From an optimization exercise on the open Yosys and OpenROAD flow, aimed at small area; shortcuts taken in it are not production practice.
Only simulation tests tie the RTL to the original design; equivalence was not proved.

north:
// calc_mvd_cost
module calc_mvd_cost (
    input                       ap_clk,
    input                       ap_rst,
    input                       ap_start,
    input                       ap_ce,
    output logic                ap_done,
    output logic                ap_ready,
    output logic                ap_idle,
    input        [31:0]         x,
    input        [31:0]         y,
    input        [31:0]         mv_shift,
    input        [15:0]         mv_cand_0,
    input        [15:0]         mv_cand_1,
    input        [15:0]         mv_cand_2,
    input        [15:0]         mv_cand_3,
    output logic [63:0]         bitcost,
    output logic                bitcost_ap_vld,
    input        [63:0]         lambda_sqrt_integer_int64,
    input        [63:0]         lambda_sqrt_decimal_int64,
    output logic [63:0]         mvd_cost_int64,
    output logic                mvd_cost_int64_ap_vld
);
Size: roughly 2200 cells after synthesis, ~300 flip-flops, ~430 I/O pins, ~25000 µm² of cells after synthesis.
clock: 9.0 ns
lec_check: 0
cap_margin: 20
core_margin: 2
core_utilization: 45
cts_cluster_diameter: 100
cts_cluster_size: 24
place_density: 0.65
slew_margin: 20
standard.sh (not shown) runs the stock make flow with config.mk's settings and CLKGATE_MAP_FILE= SYNTH_SCRIPT=/design/flow/synth_recipe.tcl, a recipe that flattens the netlist after the stock synthesis.
==> flow/flow/run.sh <==
#!/bin/bash
set -euo pipefail
work=$(pwd)
mkdir -p custom
# ORFS's synth.tcl, with the ABC script swapped after the preamble sets it
sed 's|^source \$::env(SCRIPTS_DIR)/synth_preamble.tcl$|&\nset abc_args [lreplace $abc_args 1 1 '"$work"'/flow/abc_area_timing.script]|' \
    "$FLOW_HOME/scripts/synth.tcl" > custom/synth.tcl
grep -q abc_area_timing custom/synth.tcl
sed 's|^source \$::env(SCRIPTS_DIR)/synth.tcl$|source '"$work"'/custom/synth.tcl|' synth_recipe.tcl > custom/synth_recipe.tcl
grep -q custom/synth.tcl custom/synth_recipe.tcl
bash standard.sh SYNTH_SCRIPT="$work/custom/synth_recipe.tcl" SYNTH_ARGS=-noabc \
    "BUFFER_PORTS_ARGS=-buffer_cell sky130_fd_sc_hd__buf_1" finish > standard_flow.log 2>&1
==> flow/flow/abc_area_timing.script <==
&get -n
&st
&dch
&nf -R 1000
&put
buffer -c
topo
stime -c
upsize -c
dnsize -c
Here is what was changed in the inputs of south compared with north.
- PLACE_DENSITY changed from 0.65 to 0.7
- CORE_UTILIZATION changed from 45 to 50
[summary]
Across north and south, the outcome is the same: a clean finish for every run. In the tables for north and south, layout clock buffer count reads lower with south. Compared with north, south improves routed wire length. From north to south the numbers moved as follows: number of violations of the max-capacitance limit comparable, area of the multi-input gates comparable, maximum frequency from static timing analysis now larger. north -> south: count of cells along the worst register-to-register path flat. Summary of south over north: number of non-clock buffers neither gained nor lost much.

calc_mvd_cost, a different RTL version from the one above (not shown whole).
Size in the first run: roughly 2300 cells after synthesis, ~300 flip-flops, roughly 430 I/O pins, about 27000 um^2 of cells after synthesis.
==> flow/config.mk <==
export PLATFORM = sky130hd
export DESIGN_NAME = calc_mvd_cost
export DESIGN_NICKNAME = calc_mvd_cost
export VERILOG_FILES = /design/flow/design.v
export SDC_FILE = /design/flow/constraint.sdc
export NUM_CORES = 4
export LEC_CHECK = 0
export CAP_MARGIN = 20
export CORE_MARGIN = 2
export CORE_UTILIZATION = 50
export CTS_CLUSTER_DIAMETER = 100
export CTS_CLUSTER_SIZE = 24
export PLACE_DENSITY = 0.7
export SLEW_MARGIN = 20
==> flow/constraint.sdc <==
create_clock -name core_clock -period 9.0 [get_ports {ap_clk}]
set_input_delay 1.8000 -clock core_clock [delete_from_list [all_inputs] [get_ports {ap_clk}]]
set_output_delay 1.8000 -clock core_clock [all_outputs]
set_load 0.01 [all_outputs]
Scripts as last shown in full above: flow/flow/run.sh, flow/flow/abc_area_timing.script
Change:
==> flow/flow/abc_area_timing.script (replaced) <==
&get -n
&st
&dch
&nf -R 1000
&st
&dch
&nf -R 1000
&put
buffer -c
topo
stime -c
upsize -c
dnsize -c
Effect: The changed run finished clean; critical path depth does not change; setup slack gains 0.058 ns; area after synthesis is about the same; sequential cell count stays the same; cell count grows by 0.64%; register-to-register slack gains 0.22 ns; hold slack loses 0.022 ns; final area grows by 0.34%; clock skew grows by 0.016 ns; global-route usage shrinks by 0.30 points.

Another version of the RTL of calc_mvd_cost (not shown whole).
Size in the first run: about 2600 cells after synthesis, ~300 flip-flops.
==> flow/config.mk <==
export PLATFORM = sky130hd
export DESIGN_NAME = calc_mvd_cost
export DESIGN_NICKNAME = calc_mvd_cost
export VERILOG_FILES = /design/flow/design.v
export SDC_FILE = /design/flow/constraint.sdc
export NUM_CORES = 4
export LEC_CHECK = 0
export CAP_MARGIN = 20
export CORE_MARGIN = 2
export CORE_UTILIZATION = 40
export SLEW_MARGIN = 20
==> flow/constraint.sdc <==
create_clock -name core_clock -period 9.0 [get_ports {ap_clk}]
set_input_delay 1.8000 -clock core_clock [delete_from_list [all_inputs] [get_ports {ap_clk}]]
set_output_delay 1.8000 -clock core_clock [all_outputs]
set_load 0.01 [all_outputs]
==> flow/flow/run.sh <==
#!/bin/bash
set -euo pipefail
work=$(pwd)
mkdir -p custom
# ORFS's synth.tcl, with the ABC script swapped after the preamble sets it
sed 's|^source \$::env(SCRIPTS_DIR)/synth_preamble.tcl$|&\nset abc_args [lreplace $abc_args 1 1 '"$work"'/flow/abc_area_timing.script]|' \
    "$FLOW_HOME/scripts/synth.tcl" > custom/synth.tcl
grep -q abc_area_timing custom/synth.tcl
sed 's|^source \$::env(SCRIPTS_DIR)/synth.tcl$|source '"$work"'/custom/synth.tcl|' synth_recipe.tcl > custom/synth_recipe.tcl
grep -q custom/synth.tcl custom/synth_recipe.tcl
bash standard.sh SYNTH_SCRIPT="$work/custom/synth_recipe.tcl" SYNTH_ARGS=-noabc \
    "BUFFER_PORTS_ARGS=-buffer_cell sky130_fd_sc_hd__buf_1" GPL_KEEP_OVERFLOW=0 finish > standard_flow.log 2>&1
==> flow/flow/abc_area_timing.script <==
&get -n
&st
&dch
&nf -R 1000
&put
buffer -c
topo
stime -c
upsize -c
dnsize -c
The starting point produced a clean layout.
Next try:
==> flow/flow/run.sh (replaced) <==
#!/bin/bash
set -euo pipefail
bash standard.sh "BUFFER_PORTS_ARGS=-buffer_cell sky130_fd_sc_hd__buf_1" finish > standard_flow.log 2>&1
removed: flow/flow/abc_area_timing.script
Register-to-register slack got worse by 0.03 ns. Area after synthesis came out higher by 12%. Worst hold slack gets worse by 0.0035 ns. Non-clock buffer count decreases by 13. Worst setup slack improves by 0.29 ns. Critical path depth went down by 2. Sequential share of layout area drops by 2.4 points. Final cell count came out higher by 16%.
Next try:
==> flow/flow/run.sh (replaced) <==
#!/bin/bash
set -euo pipefail
work=$(pwd)
mkdir -p custom
# ORFS's synth.tcl, with the ABC script swapped after the preamble sets it
sed 's|^source \$::env(SCRIPTS_DIR)/synth_preamble.tcl$|&\nset abc_args [lreplace $abc_args 1 1 '"$work"'/flow/abc_area_timing.script]|' \
    "$FLOW_HOME/scripts/synth.tcl" > custom/synth.tcl
grep -q abc_area_timing custom/synth.tcl
sed 's|^source \$::env(SCRIPTS_DIR)/synth.tcl$|source '"$work"'/custom/synth.tcl|' synth_recipe.tcl > custom/synth_recipe.tcl
grep -q custom/synth.tcl custom/synth_recipe.tcl
bash standard.sh SYNTH_SCRIPT="$work/custom/synth_recipe.tcl" SYNTH_ARGS=-noabc \
    "BUFFER_PORTS_ARGS=-buffer_cell sky130_fd_sc_hd__buf_1" finish > standard_flow.log 2>&1
==> flow/flow/abc_area_timing.script (new file) <==
&get -n
&st
&dch
&nf -R 1000
&put
buffer -c
topo
stime -c
upsize -c
dnsize -c
- The changed run finished clean
- worst setup slack improved by 0.076 ns
- non-clock buffer count climbs by 4
- count of clock-buffer cells in the layout drops by 2
- global-route usage climbs by 0.38 points
- critical path depth climbs by 1
- cell area drops by roughly a tenth

==> port drivers added, routing unchanged <==
Ports are ideal in the flow. The routed layouts listed here were re-timed in OpenROAD.
Step 1 assumes that a clkbuf_16 drives the clock port and a buf_2 every other input.
Step 2 also shifts input and output timing later by t, the mid clock arrival at the registers, as if the neighbouring blocks saw the same clock.
Slacks: no drivers / after step 1 / after step 2; pairs: no drivers / after step 1.
run | t, ns | setup WS [ns] | worst setup path at the end | worst register clock-pin slew, ns
north | 0.568 | 0.513 / 0.513 / 0.204 | input to register | 0.11 / 0.11
south | 0.567 | 0.555 / 0.555 / 0.114 | input to register | 0.10 / 0.10
the first run of note 2 | 0.566 | 0.473 / 0.512 / -0.053 | input to register | 0.09 / 0.09
the second run of note 2 | 0.587 | 0.531 / 0.571 / -0.015 | input to register | 0.10 / 0.10
the first run of note 3 | 0.601 | 0.447 / 0.470 / -0.131 | input to register | 0.07 / 0.07
the second run of note 3 | 0.625 | 0.735 / 0.735 / 0.616 | input to register | 0.07 / 0.07
the third run of note 3 | 0.611 | 0.811 / 0.826 / 0.215 | input to register | 0.07 / 0.07
Met with ideal ports but missed after step 2: setup timing in the first run of note 2, the second run of note 2 and the first run of note 3. For the third run of note 3, which loses most, drivers alone change the setup slack by +0.015 ns; drivers and shift together by -0.596 ns.
